From an optimization exercise on the open Yosys and OpenROAD flow, aimed at small area, a short achievable clock period and few clock cycles per item; shortcuts taken in it are not production practice. Only the layout flow was run in this run; the RTL was not checked for function there.

==> design/flow/design.v <==
module fpu_s (
  input         clk,
  input         rst_n,
  input         req_valid,
  input  [6:0]  req_opcode,
  input  [6:0]  req_f7,
  input  [2:0]  req_rm,
  input  [4:0]  req_rs2,
  input  [31:0] req_v1,
  input  [31:0] req_v2,
  input  [31:0] req_v3,
  output        resp_valid,
  output [31:0] resp_value,
  output [4:0]  resp_fflags
);
  localparam K = 5;                  
  localparam NC = 6;                 
  localparam N = K * NC;             
  localparam W = N + 3;
  wire [31:0] a = req_v1, b = req_v2, c = req_v3;
  wire op53 = req_opcode == 7'h53;
  wire is_fmadd = ~op53;
  wire d_add  = op53 & (req_f7 == 7'h00);
  wire d_sub  = op53 & (req_f7 == 7'h04);
  wire d_mul  = op53 & (req_f7 == 7'h08);
  wire d_div  = op53 & (req_f7 == 7'h0c);
  wire d_sqrt = op53 & (req_f7 == 7'h2c);
  wire d_i2f  = op53 & (req_f7 == 7'h68);
  wire d_f2i  = op53 & (req_f7 == 7'h60);
  wire d_addsub = d_add | d_sub;
  wire d_fma  = d_addsub | d_mul | is_fmadd | d_i2f;
  wire d_ds   = d_div | d_sqrt;
  wire d_misc = ~d_fma & ~d_ds;
  wire start = req_valid & rst_n;
  reg [2:0] brm;
  always @* case (req_rm) 3'd0: brm = 0; 3'd1: brm = 4; 3'd2: brm = 3; 3'd3: brm = 2; 3'd4: brm = 1; default: brm = 0; endcase
  wire [31:0] oa = d_addsub ? {b[31] ^ d_sub, b[30:0]} : a;
  wire [31:0] ob = d_addsub ? 32'h3f800000 : b;
  wire acc = ~d_mul & ~d_i2f;
  wire [31:0] oc = d_addsub ? a : ~acc ? 32'd0 : {c[31] ^ req_opcode[2] ^ req_opcode[3], c[30:0]};
  wire neg = is_fmadd & req_opcode[3];
  wire [9:0] m_exp; wire m_sgn, m_spec, m_ssgn, m_snv; wire [1:0] m_skind;
  fma_mul u_mul (.a(oa), .b(ob), .c(oc), .acc(acc), .exp_ab(m_exp), .sgn_ab(m_sgn),
                 .spec(m_spec), .spec_kind(m_skind), .spec_sgn(m_ssgn), .spec_nv(m_snv));
  wire [47:0] prod = {a[30:23] != 0, a[22:0]} * {b[30:23] != 0, b[22:0]};
  wire [31:0] cv_res, cv_norm; wire [4:0] cv_fl; wire [5:0] cv_lz; wire cv_neg;
  fpu_cvt u_cvt (.a(a), .rm(req_rm), .uns(req_rs2[0]), .f2i(d_f2i), .i2f(d_i2f),
                 .f2i_res(cv_res), .f2i_fl(cv_fl), .norm(cv_norm), .lz(cv_lz), .i2f_neg(cv_neg));
  reg [2:0] msel;
  always @* begin
    case (req_f7)
      7'h10: msel = 3'd0;
      7'h14: msel = 3'd1;
      7'h50: msel = 3'd2;
      default: msel = 3'd4;
    endcase
  end
  wire [31:0] mi_res; wire [4:0] mi_fl;
  fpu_misc u_misc (.sel(msel), .rm(req_rm), .a(a), .b(b), .res(mi_res), .flags(mi_fl));
  wire [7:0] ea = a[30:23], eb = b[30:23];
  wire [23:0] sq_sig = (ea == 0) ? cv_norm[31:8] : {1'b1, a[22:0]};
  wire [9:0]  sq_e   = (ea == 0) ? -10'd127 - {4'd0, cv_lz} : {2'd0, ea} - 10'd127;
  wire        sq_odd = sq_e[0];
  wire [9:0]  sq_eh  = {sq_e[9], sq_e[9:1]};     
  wire        dv_lt  = a[22:0] < b[22:0];        
  wire [W-1:0] ds_r0 = d_sqrt ? ({{(W-24){1'b0}}, sq_sig} << (N - 25 + (sq_odd ? 1 : 0)))
                              : ({{(W-24){1'b0}}, 1'b1, a[22:0]} << (N - 25 + (dv_lt ? 1 : 0)));
  reg        pend;           
  reg        v_misc;         
  reg [31:0] misc_res; reg [4:0] misc_fl;
  reg [47:0] f_prod; reg [9:0] f_exp; reg f_sgn, f_spec, f_ssgn, f_snv, f_acc, f_neg;
  reg [1:0]  f_skind;
  reg [31:0] f_c; reg [2:0] f_rm;
  reg        busy; reg [2:0] cnt;
  reg [W-1:0] ds_r; reg [N-1:0] ds_q, ds_m; reg [23:0] ds_d; reg ds_sq; reg [9:0] ds_e; reg ds_s;
  wire [7:0] abe; wire [22:0] abs; wire [1:0] abg; wire [2:0] abfl; wire slow_l, slow_r;
  fma_abform u_ab (.prod(f_prod), .exp_ab(f_exp), .abe(abe), .abs(abs), .abg(abg), .fl(abfl),
                   .slow_l(slow_l), .slow_r(slow_r));
  wire [31:0] f_res; wire [4:0] f_fl;
  fma_add u_add (.abe(abe), .abs(abs), .abg(abg), .abfl(abfl), .sgn_ab(f_sgn), .c(f_c), .acc(f_acc),
                 .rmode(f_rm), .negres(f_neg), .spec(f_spec), .spec_kind(f_skind), .spec_sgn(f_ssgn),
                 .spec_nv(f_snv), .res(f_res), .flags(f_fl));
  wire slow = ~f_spec & (slow_l | slow_r);
  wire [W-1:0] rr [0:K]; wire [N-1:0] qq [0:K]; wire [N-1:0] mm [0:K];
  assign rr[0] = ds_r; assign qq[0] = ds_q; assign mm[0] = ds_m;
  genvar g;
  generate for (g = 0; g < K; g = g + 1) begin : st
    divsqrt_step #(.W(W), .N(N)) u (.sq(ds_sq), .r(rr[g]), .q(qq[g]), .m(mm[g]), .d(ds_d),
                                     .r_n(rr[g+1]), .q_n(qq[g+1]), .m_n(mm[g+1]));
  end endgenerate
  wire ds_last = busy & (cnt == NC - 1);
  wire ds_sticky = rr[K] != 0;
  always @(posedge clk) begin
    if (!rst_n) begin
      pend <= 1'b0; v_misc <= 1'b0; busy <= 1'b0;
    end else begin
      v_misc <= start & d_misc;
      if (start) pend <= d_fma;
      else if (ds_last) pend <= 1'b1;
      else if (pend & ~slow) pend <= 1'b0;
      if (start & d_ds) busy <= 1'b1;
      else if (ds_last) busy <= 1'b0;
    end
    if (start) begin
      misc_res <= d_f2i ? cv_res : mi_res;
      misc_fl  <= d_f2i ? cv_fl : mi_fl;
      f_prod <= d_i2f ? {1'b0, cv_norm, 15'd0} : d_addsub ? {1'b0, b[30:23] != 0, b[22:0], 23'd0} : prod;
      f_exp  <= d_i2f ? 10'd31 - {4'd0, cv_lz} : m_exp;
      f_sgn  <= d_i2f ? cv_neg : m_sgn;
      f_spec <= ~d_i2f & m_spec;
      f_skind <= m_skind; f_ssgn <= m_ssgn; f_snv <= m_snv;
      f_c <= oc; f_acc <= acc; f_neg <= neg; f_rm <= brm;
      cnt <= 3'd0;
      ds_r <= ds_r0; ds_q <= {N{1'b0}}; ds_m <= {1'b1, {(N-1){1'b0}}};
      ds_d <= {1'b1, b[22:0]}; ds_sq <= d_sqrt;
      ds_e <= d_sqrt ? sq_eh : {2'd0, ea} - {2'd0, eb} - {9'd0, dv_lt};
      ds_s <= d_sqrt ? 1'b0 : a[31] ^ b[31];
    end else if (busy) begin
      cnt <= cnt + 3'd1;
      ds_r <= rr[K]; ds_q <= qq[K]; ds_m <= mm[K];
      if (ds_last) begin
        f_prod <= {1'b0, qq[K][N-1 -: 26], ds_sticky | (|qq[K][N-27:0]), 20'd0};
        f_exp <= ds_e; f_sgn <= ds_s; f_spec <= 1'b0;
        f_c <= 32'd0; f_acc <= 1'b0; f_neg <= 1'b0;
      end
    end else if (pend & slow) begin
      if (slow_l) begin f_prod <= {f_prod[46:0], 1'b0}; f_exp <= f_exp - 10'd1; end
      else begin f_prod <= {1'b0, f_prod[47:2], f_prod[1] | f_prod[0]}; f_exp <= f_exp + 10'd1; end
    end
  end
  assign resp_valid  = v_misc | (pend & ~slow);
  assign resp_value  = v_misc ? misc_res : f_res;
  assign resp_fflags = v_misc ? misc_fl : f_fl;
endmodule
module fma_mul (
  input  [31:0] a,           
  input  [31:0] b,           
  input  [31:0] c,           
  input         acc,         
  output [9:0]  exp_ab,      
  output        sgn_ab,
  output        spec,        
  output [1:0]  spec_kind,   
  output        spec_sgn,
  output        spec_nv
);
  wire [7:0] ea = a[30:23], eb = b[30:23], ec = c[30:23];
  wire a_max = &ea, b_max = &eb, c_max = acc & (&ec);
  wire a_mz = a[22:0] == 0, b_mz = b[22:0] == 0, c_mz = c[22:0] == 0;
  wire a_nan = a_max & ~a_mz, b_nan = b_max & ~b_mz, c_nan = c_max & ~c_mz;
  wire a_inf = a_max & a_mz,  b_inf = b_max & b_mz,  c_inf = c_max & c_mz;
  wire a_zero = (ea == 0) & a_mz, b_zero = (eb == 0) & b_mz;
  wire c_zero = (ec == 0) & c_mz;
  wire sc = c[31];
  assign sgn_ab = a[31] ^ b[31];
  wire inf_ab = a_inf | b_inf;
  wire zero_ab = a_zero | b_zero;
  wire any_nan = a_nan | b_nan | c_nan;
  wire inv = (a_inf & b_zero) | (a_zero & b_inf) | (c_inf & inf_ab & (sc != sgn_ab));
  assign spec_nv = (a_nan & ~a[22]) | (b_nan & ~b[22]) | (c_nan & ~c[22]) | (~any_nan & inv);
  assign spec = any_nan | inv | c_inf | inf_ab | (c_zero & zero_ab & (sc == sgn_ab));
  assign spec_kind = (any_nan | inv) ? 2'd2 : (c_inf | inf_ab) ? 2'd1 : 2'd0;
  assign spec_sgn = c_inf ? sc : inf_ab ? sgn_ab : sc;
  wire [9:0] xa = {2'b00, ea | {7'd0, ea == 0}};
  wire [9:0] xb = {2'b00, eb | {7'd0, eb == 0}};
  assign exp_ab = xa + xb - 10'd254;
endmodule
module fp_round (
  input  [2:0]  rmode,
  input         sgn,
  input  [7:0]  ein,
  input  [22:0] sin,
  input  [1:0]  guard,
  output [30:0] res
);
  wire [24:0] s1 = {1'b0, ein != 0, sin} + 25'd1;
  reg [30:0] inc;
  always @* begin
    if (s1[24]) inc = (ein == 8'd254) ? 31'h7f800000 : {ein + 8'd1, s1[23:1]};
    else inc = {(ein == 0) ? {7'd0, s1[23]} : ein, s1[22:0]};
  end
  reg up;
  always @* begin
    case (rmode)
      3'd0: up = guard[1] & (guard[0] | sin[0]);
      3'd1: up = guard != 0;
      3'd2: up = (guard != 0) & ~sgn;
      3'd3: up = (guard != 0) & sgn;
      default: up = 1'b0;
    endcase
  end
  assign res = up ? inc : {ein, sin};
endmodule
module fma_abform (
  input  [47:0] prod,
  input  [9:0]  exp_ab,
  output [7:0]  abe,
  output [22:0] abs,
  output [1:0]  abg,
  output [2:0]  fl,        
  output        slow_l,    
  output        slow_r     
);
  wire signed [9:0] x = exp_ab;
  wire p47 = prod[47], p46 = prod[46];
  wire pnz = prod != 0;
  wire ovf  = (x > 10'sd127) | ((x == 10'sd127) & p47);
  wire tiny = x < -10'sd151;
  wire atmin = x == -10'sd126;
  assign slow_l = ~tiny & ~ovf & ~p47 & ~p46 & pnz & (x > -10'sd126);
  assign slow_r = ~tiny & ((p47 & (x < -10'sd127)) | (~p47 & (x < -10'sd126)));
  wire [7:0] e47 = x[7:0] + 8'd128;
  wire [7:0] e46 = p46 ? x[7:0] + 8'd127 : 8'd0;
  wire [22:0] s = p47 ? prod[46:24] : prod[45:23];
  wire g1 = p47 ? prod[23] : prod[22];
  wire g0 = p47 ? |prod[22:0] : |prod[21:0];
  assign abe = ovf ? 8'd254 : tiny ? 8'd0 : p47 ? e47 : e46;
  assign abs = ovf ? 23'h7fffff : tiny ? 23'd0 : s;
  assign abg = ovf ? 2'b11 : tiny ? {1'b0, pnz} : {g1, g0};
  wire ab0 = ~ovf & ~tiny & ~p47 & ~p46;
  assign fl = ovf ? 3'b101 : tiny ? {1'b0, pnz, pnz} : {1'b0, ab0 & (g1 | g0), 1'b0};
endmodule
module fma_add (
  input  [7:0]  abe,
  input  [22:0] abs,
  input  [1:0]  abg,
  input  [2:0]  abfl,
  input         sgn_ab,
  input  [31:0] c,           
  input         acc,
  input  [2:0]  rmode,
  input         negres,
  input         spec,
  input  [1:0]  spec_kind,
  input         spec_sgn,
  input         spec_nv,
  output [31:0] res,
  output [4:0]  flags
);
  wire [7:0] ec = c[30:23];
  wire [7:0] eab1 = abe | {7'd0, abe == 0};    
  wire [7:0] ec1  = ec  | {7'd0, ec == 0};
  wire [27:0] sab = {1'b0, abe != 0, abs, abg, 1'b0};
  wire [27:0] sc  = {1'b0, ec != 0, c[22:0], 3'b000};
  wire [8:0] d1 = {1'b0, eab1} - {1'b0, ec1};
  wire [8:0] d2 = {1'b0, ec1} - {1'b0, eab1};
  wire e_eq = eab1 == ec1;
  wire e_gt = ~d1[8] & ~e_eq;
  wire ab_big = ~acc | e_gt | (e_eq & (sab > sc));
  wire [27:0] x  = ab_big ? sab : sc;
  wire [27:0] y0 = ab_big ? sc : sab;
  wire [7:0] shamt = ab_big ? d1[7:0] : d2[7:0];
  wire [7:0] xe = ab_big ? eab1 : ec1;
  wire xsgn = ab_big ? sgn_ab : c[31];
  wire sub = c[31] ^ sgn_ab;
  wire big = shamt >= 8'd28;
  wire [27:0] ysh = y0 >> shamt[4:0];
  wire yst = |(y0 & ~(28'hfffffff << shamt[4:0]));
  wire [27:0] y = big ? {27'd0, y0 != 0} : {ysh[27:1], ysh[0] | yst};
  wire [27:0] sum = sub ? x - y : x + y;
  integer i;
  reg [4:0] z;
  always @* begin
    z = 5'd28;
    for (i = 0; i < 28; i = i + 1) if (sum[i]) z = 5'd27 - i[4:0];
  end
  wire [7:0] zm1 = {3'd0, z} - 8'd1;
  wire [7:0] maxsh = xe - 8'd1;
  wire fits = zm1 <= maxsh;
  wire [7:0] lsh = fits ? zm1 : maxsh;
  wire [27:0] sl = sum << lsh[4:0];
  reg [7:0] ne; reg [22:0] ns; reg [1:0] ng; reg novf;
  always @* begin
    novf = 1'b0;
    if (sum[27]) begin
      novf = xe == 8'd254;
      ne = novf ? 8'd254 : xe + 8'd1;
      ns = novf ? 23'h7fffff : sum[26:4];
      ng = novf ? 2'b11 : {sum[3], |sum[2:0]};
    end else if (sum[26]) begin
      ne = xe; ns = sum[25:3]; ng = {sum[2], |sum[1:0]};
    end else begin
      ne = (z == 5'd28) ? 8'd0 : fits ? xe - zm1 : 8'd0;
      ns = sl[25:3]; ng = {sl[2], |sl[1:0]};
    end
  end
  wire [30:0] rr;
  fp_round rnd (.rmode(rmode), .sgn(xsgn), .ein(ne), .sin(ns), .guard(ng), .res(rr));
  wire nx = abfl[0] | novf | (ng != 0);
  wire is_inf = rr[30:23] == 8'hff;
  wire [4:0] fl = {2'b00, abfl[2] | novf | is_inf, abfl[1] | ((ne == 0) & (ng != 0)), nx};
  wire zsgn = (acc & (rr == 31'd0) & ~nx & sub) ? (rmode == 3'd3) : xsgn;
  wire [31:0] sres = (spec_kind == 2'd2) ? 32'h7fc00000 :
                     {spec_sgn ^ negres, (spec_kind == 2'd1) ? 31'h7f800000 : 31'd0};
  assign res   = spec ? sres : {zsgn ^ negres, rr};
  assign flags = spec ? {spec_nv, 4'd0} : fl;
endmodule
module fpu_misc (
  input  [2:0]  sel,
  input  [2:0]  rm,
  input  [31:0] a,
  input  [31:0] b,
  output reg [31:0] res,
  output reg [4:0]  flags
);
  wire [7:0] ea = a[30:23], eb = b[30:23];
  wire a_max = &ea, b_max = &eb;
  wire a_nan = a_max & (a[22:0] != 0);
  wire b_nan = b_max & (b[22:0] != 0);
  wire a_q = a_max & a[22];
  wire b_q = b_max & b[22];
  wire a_snan = a_nan & ~a[22], b_snan = b_nan & ~b[22];
  wire a_inf = a_max & (a[22:0] == 0);
  wire a_zero = (a[30:0] == 0), b_zero = (b[30:0] == 0);
  wire [31:0] df = {1'b0, a[30:0]} - {1'b0, b[30:0]};
  wire mag_lt = df[31];
  wire mag_eq = a[30:0] == b[30:0];
  wire mag_gt = ~mag_lt & ~mag_eq;
  wire lt = ~(a_zero & b_zero) & ((a[31] & ~b[31]) | ((a[31] == b[31]) & (a[31] ? mag_gt : mag_lt)));
  wire eq = (mag_eq & (a[31] == b[31])) | (a_zero & b_zero);
  wire a_neg0 = a_zero & a[31], b_neg0 = b_zero & b[31];
  wire zz = a_zero & b_zero & (a[31] ^ b[31]);      
  reg [31:0] mm;
  always @* begin
    if (a_snan & b_snan) mm = 32'h7fc00000;
    else if (a_snan) mm = b;
    else if (b_snan) mm = a;
    else if (a_q & b_q) mm = 32'h7fc00000;
    else if (a_q) mm = b;
    else if (b_q) mm = a;
    else if (zz) mm = (a_neg0 ^ rm[0]) ? a : b;
    else mm = (lt ^ rm[0]) ? a : b;
  end
  wire [9:0] cls;
  wire a_sub = (ea == 0) & ~a_zero;
  wire a_nrm = (ea != 0) & ~a_max;
  assign cls = {a_q, a_nan & ~a[22], ~a[31] & a_inf, ~a[31] & a_nrm, ~a[31] & a_sub, ~a[31] & a_zero,
                a[31] & a_zero, a[31] & a_sub, a[31] & a_nrm, a[31] & a_inf};
  always @* begin
    res = 32'd0; flags = 5'd0;
    case (sel)
      3'd0: res = {rm[1] ? a[31] ^ b[31] : rm[0] ^ b[31], a[30:0]};
      3'd1: begin res = mm; flags = {a_snan | b_snan, 4'd0}; end
      3'd2: begin
        if (rm[1]) begin res = {31'd0, ~a_nan & ~b_nan & eq}; flags = {a_snan | b_snan, 4'd0}; end
        else begin res = {31'd0, ~a_nan & ~b_nan & (lt | (~rm[0] & eq))}; flags = {a_nan | b_nan, 4'd0}; end
      end
      default: res = rm[0] ? {22'd0, cls} : a;
    endcase
  end
endmodule
module fpu_cvt (
  input  [31:0] a,
  input  [2:0]  rm,
  input         uns,
  input         f2i,         
  input         i2f,         
  output reg [31:0] f2i_res,
  output reg [4:0]  f2i_fl,
  output [31:0] norm,        
  output [5:0]  lz,          
  output        i2f_neg
);
  function [31:0] rev32(input [31:0] v);
    integer k;
    for (k = 0; k < 32; k = k + 1) rev32[k] = v[31-k];
  endfunction
  wire s = a[31];
  wire [7:0] e = a[30:23];
  assign i2f_neg = ~uns & s;
  wire [31:0] v = i2f ? (i2f_neg ? -a : a) : {a[22:0], 9'd0};
  integer i;
  reg [5:0] lzc;
  always @* begin
    lzc = 6'd32;
    for (i = 0; i < 32; i = i + 1) if (v[i]) lzc = 6'd31 - i[5:0];
  end
  assign lz = lzc;
  wire [23:0] sig = {e != 0, a[22:0]};
  wire [8:0] rsh = 9'd158 - {1'b0, e};          
  wire [5:0] sh = f2i ? ((rsh > 9'd33) ? 6'd33 : rsh[5:0]) : lzc;
  wire [31:0] xin = f2i ? {sig, 8'd0} : rev32(v);
  wire [31:0] y = (sh >= 6'd32) ? 32'd0 : xin >> sh[4:0];
  assign norm = rev32(y);
  wire [63:0] xw = {32'd0, xin};
  wire [5:0] shm1 = sh - 6'd1;
  wire g1 = (sh != 0) & xw[shm1];
  integer j;
  reg [5:0] tz;       
  always @* begin
    tz = 6'd32;
    for (j = 31; j >= 0; j = j - 1) if (xin[j]) tz = j[5:0];
  end
  wire g0 = (sh > 6'd1) & (tz < shm1);
  wire [31:0] ip = y;
  wire inexact = g1 | g0;
  reg minc;
  always @* begin
    case (rm)
      3'd1: minc = 1'b0;
      3'd2: minc = ~uns & s & inexact;
      3'd3: minc = ~s & inexact;
      3'd4: minc = ~uns & s & inexact;
      default: minc = g1 & (g0 | ip[0]);
    endcase
  end
  wire [31:0] sum = (s ? ~ip : ip) + {31'd0, s ? ~minc : minc};
  wire nan = (e == 8'hff) & (a[22:0] != 0);
  wire inf = (e == 8'hff) & (a[22:0] == 0);
  wire zero = (a[30:0] == 0);
  wire signed [8:0] sx = {1'b0, e} - 9'd127;
  always @* begin
    if (!uns) begin
      if (nan | (inf & ~s)) begin f2i_res = 32'h7fffffff; f2i_fl = 5'b10000; end
      else if (inf) begin f2i_res = 32'h80000000; f2i_fl = 5'b10000; end
      else if (zero) begin f2i_res = 32'd0; f2i_fl = 5'd0; end
      else if (sx == 9'sd31) begin
        if (s & (a[22:0] == 0)) begin f2i_res = 32'h80000000; f2i_fl = 5'd0; end
        else begin f2i_res = s ? 32'h80000000 : 32'h7fffffff; f2i_fl = 5'b10000; end
      end
      else if (sx > 9'sd31) begin f2i_res = s ? 32'h80000000 : 32'h7fffffff; f2i_fl = 5'b10000; end
      else if (sx < -9'sd2) begin f2i_res = 32'd0; f2i_fl = 5'b00001; end
      else if (~s & minc & (ip == 32'h7fffffff)) begin f2i_res = 32'h7fffffff; f2i_fl = 5'b10001; end
      else begin f2i_res = sum; f2i_fl = {4'd0, inexact}; end
    end else begin
      if (nan | (inf & ~s)) begin f2i_res = 32'hffffffff; f2i_fl = 5'b10000; end
      else if (s) begin
        f2i_res = 32'd0;
        if (inf | zero | (sx > 9'sd31)) f2i_fl = 5'b10000;
        else if (sx < -9'sd1) f2i_fl = 5'b00001;
        else f2i_fl = inexact ? 5'b00001 : 5'b10000;
      end
      else if (zero) begin f2i_res = 32'd0; f2i_fl = 5'd0; end
      else if (sx > 9'sd31) begin f2i_res = 32'hffffffff; f2i_fl = 5'b10000; end
      else if (sx < -9'sd1) begin f2i_res = 32'd0; f2i_fl = 5'b00001; end
      else if (minc & (ip == 32'hffffffff)) begin f2i_res = 32'hffffffff; f2i_fl = 5'b10001; end
      else begin f2i_res = sum; f2i_fl = {4'd0, inexact}; end
    end
  end
endmodule
module divsqrt_step #(parameter W = 30, N = 27) (
  input          sq,
  input  [W-1:0] r,      
  input  [N-1:0] q,      
  input  [N-1:0] m,      
  input  [23:0]  d,      
  output [W-1:0] r_n,
  output [N-1:0] q_n,
  output [N-1:0] m_n
);
  wire [W-1:0] r2 = {r[W-2:0], 1'b0};
  wire [W-1:0] s = sq ? ({{(W-N-1){1'b0}}, q, 1'b0} | {{(W-N){1'b0}}, m})
                      : ({{(W-26){1'b0}}, d, 2'b00} << (N - 26));
  wire [W:0] t = {1'b0, r2} - {1'b0, s};
  wire ge = ~t[W];
  assign r_n = ge ? t[W-1:0] : r2;
  assign q_n = ge ? (q | m) : q;
  assign m_n = {1'b0, m[N-1:1]};
endmodule
==> design/flow/run.sh <==
#!/bin/bash
# synth_recipe.tcl (not shown) runs the flow's synth.tcl, then flattens the netlist and writes it again
# the make line also repeats each setting of config.mk as NAME=value (left out here)
make -C /OpenROAD-flow-scripts/flow DESIGN_CONFIG=/design/flow/config.mk WORK_HOME=/design/flow/orfs CLKGATE_MAP_FILE= SYNTH_SCRIPT=/design/flow/synth_recipe.tcl finish
==> design/flow/config.mk <==
export PLATFORM = sky130hd
export DESIGN_NAME = fpu_s
export DESIGN_NICKNAME = fpu_s
export VERILOG_FILES = /design/flow/design.v
export SDC_FILE = /design/flow/constraint.sdc
export NUM_CORES = 8
export LEC_CHECK = 0
export CAP_MARGIN = 20
export CORE_MARGIN = 2
export CORE_UTILIZATION = 40
export SLEW_MARGIN = 20
==> design/flow/constraint.sdc <==
create_clock -name core_clock -period 20.0 [get_ports {clk}]
set_input_delay 4.0000 -clock core_clock [delete_from_list [all_inputs] [get_ports {clk}]]
set_output_delay 4.0000 -clock core_clock [all_outputs]
set_load 0.01 [all_outputs]
==> impl_metrics.yaml <==
status:
  status: "complete, but fails checks"
  check.faults: "setup timing"
logic_synthesis:
  synth_edf_count: 202
  synth.top_cell.area_share_pct: 15.51
  synth-seq-cells: 244
  synth_area_mm2: 0.06364
  yosysMostFrequentCell: "nand2_1"
  postSynthAreaPerCell_um2: 7.523
  synth_warnings: 5
  ys_types: 136
  seq_area_frac_synth_pct: 10.85
  yosys-top-cells-count: "1125 x nand2_1, 808 x inv_1, 668 x nor2_1"
  synth_nets: 9588
  yosys-top-cells-area: "fa_1 16%, ha_1 10%, edfxtp_1 9.5%"
  syn_inst: 8459
  async_flop_share_pct: 0
  synth.largest_area_cell: "fa_1"
  ys.flop_type: "edfxtp_1"
global_routing:
  grt_usage_pct: 37.26
  met1_usage_pct: 48.38
  busiest_layer: "met2"
  grtUsageMet2_pct: 59.39
  grt_max_degree: 82
  grt_pass1_vias: 71620
  met3_usage_pct: 6.773
  grt_pass1_wl_mm: 459.4
  antenna_found_initial: 26
  grt-ovfl-total: 0
worst_setup_path:
  r2r-start: "ds_sq"
  crit_buf_inv: 12
  cp.arrival_ns: 22.58
  path_class: "flop to flop"
  crit_required_ns: 20.36
  cp_slowest_cell: "a311o_1"
  max_stage_delay_ns: 0.44
  critPathTopFamily: "compound AO/OA/AOI/OAI gates"
  crit_fanout: 5
  crit_start: "ds_sq"
  start_kind: "flop"
  crit_path_end_kind: "flop"
  cp_common_cell: "a21oi_2"
finish:
  synthToLayoutAreaGrowth_pct: 32.09
  fin_util_pct: 53.14
  final_nets: 11130
  design_area_mm2: 0.08406
  final_layout_size_suffix_gt1_share_pct: 26.20
sta:
  period_share_pct: 111.1
  layout_min_cycle_time_ns: 22.23
  max_slew_margin_pct: 17.88
  finalSetupViolCount: 45
  rsz0062_at_grt: "yes"
  setup_ws_ns: -2.227
  hold_violations: 0
  fmax_ghz: 0.04499
  worst_pin_slew_ns: 1.224
  fin_skew_ns: 0.05742
  drv_slew: 0
placed_design:
  gp_congestion: 1.056
  portBuffers: 153
  dp_hpwl_mm: 243.3
  placed_area_mm2: 0.07844
floorplan:
  ios: 159
  rows: 146
  coreArea_mm2: 0.1582
  initial_core_util_pct: 40.23
  die_x_um: 402.9
  design.die.area_mm2: 0.1623
  dieHeight_um: 402.9
drt:
  viasPerCell: 6.078
  wl_per_cell_um: 25.88
  drc: 0
  vias: 73570
  drt_iter0_markers: 8368
  first_pass_iters: 6
  ant_nets: 0
  wl_mm: 313.2
cts:
  numCtsBuffers: 30
  hold_buffers: 0
  clkSinkCount: 244
  clk_pin_slew_ns: 0.07
  clockBufferDepth: 3
  tritoncts: "built"
  root_buffer: "clkbuf_16"
  insertion_delay_ns: 0.64
  cts_max_level: 1
min_path:
  worstHoldPathType: "flop to flop"
  min_from: "cnt[1]"
run:
  maxCapViolCount: 0
## worst register-to-register path, delay by kind of cell, from the launching register on
family,cells,cell delay (ns)
AO/OA/AOI/OAI,97,15.95
adder cells (fa/ha/maj),6,1.50
buffers and inverters,12,1.65
flip-flops,1,0.38
multiplexers,3,0.77
AND/OR/NAND/NOR,13,1.65
## per-stage QoR
step	hold slack (ns)	cells	TNS [ns]	setup slack [ns]
3_3_place_gp	0.4810	11790	-173.45	-3.563
2_1_floorplan	0.4464	8459	-71.18	-1.765
3_5_place_dp	0.4957	11790	-190.39	-3.854
6_report	0.5175	12100	-93.01	-2.227
4_1_cts	0.5056	12010	-90.09	-2.156
5_1_grt	0.5354	12100	-144.11	-3.239
## layout make-up
type,count,area (µm²)
antenna,11,27.53
tap,2072,2592
fill,15200,74140
clock inverter,18,177.7
clock buffer,38,843.3
inverter,813,3067
multi-input combinational,6870,54320
sequential,244,6909
timing repair buffer,2038,16120
## kinds of logic (layout without fill, tap and decap cells)
group           Yosys count  in the layout  share of synthesized area [%]
buf+inv                1346           2907                          8.348
simple gates           2903           2903                          21.18
xor+xnor                356            356                          4.900
flops                   244            244                          10.85
mux                     306            306                          5.497
other cells               1             12                       0.005893
compound gates         2295           2296                          23.58
fa+ha+maj              1008           1008                          25.63
## metal layers
layer	share of wire, %	vias up	routed length (µm)
met5	0.026	-	81
met2	44	3896	138700
li1	-	32800	-
met4	6.4	14	19940
met1	40	35910	125400
met3	9.3	953	29100
## placed cells by master, fill, tap and decap left out, drive strengths merged, types with 204 or more instances in the layout
master and instances:
nor2 672, mux2i 228, inv 812, o21ai 608, buf 1926, and2 204, a21oi 584, ha 515
xnor2 238, fa 493, nand2 1129
## worst paths after layout
check | end | slack, ns | cells after the start
max | ds_r[11] | -2.23 | 131
max reg2reg | ds_r[11] | -2.23 | 131
min | cnt[1] | 0.52 | 2
min reg2reg | cnt[1] | 0.52 | 2
## flip-flops by register name (all words and copies together), names as in the netlist, 6 cells and up
signal,count
ds_m,6
f_prod,48
ds_r,32
ds_q,30
f_exp,10
misc_res,32
f_c,32
ds_e,10
ds_d,23
## timing repair
action                     CTS  global route
gates resized for setup    351           378
setup endpoints to repair   78            77
pin swaps                  224           238
buffers inserted           154           104
gates cloned                 6             0

-- afterwards: timing with drivers on the ports --
No port has a modelled driver above. Below, the same layout with a new extraction and two added sets of constraints.
Step 1 (the two cells are an assumption about what drives the block):
set clk [get_ports {clk}]
set_driving_cell -lib_cell sky130_fd_sc_hd__clkbuf_16 $clk
set_driving_cell -lib_cell sky130_fd_sc_hd__buf_2 [delete_from_list [all_inputs] $clk]
Step 2 moves the port delays by t, midway between the first and last clock arrival at a register: inputs arrive t later, outputs are due t later. That takes back most of the time a late clock gives input paths.
a / b / c = ideal ports / drivers / drivers and shift; a / b = the first two.
shift t [ns]: 0.688
setup WS [ns]: -2.227 / -2.227 / -2.227
latest minus earliest clock arrival (ns): 0.058 / 0.058
worst register clock-pin slew, ns: 0.07 / 0.07
For this run, drivers alone change the setup slack by 0.000 ns; drivers and shift together by 0.000 ns.
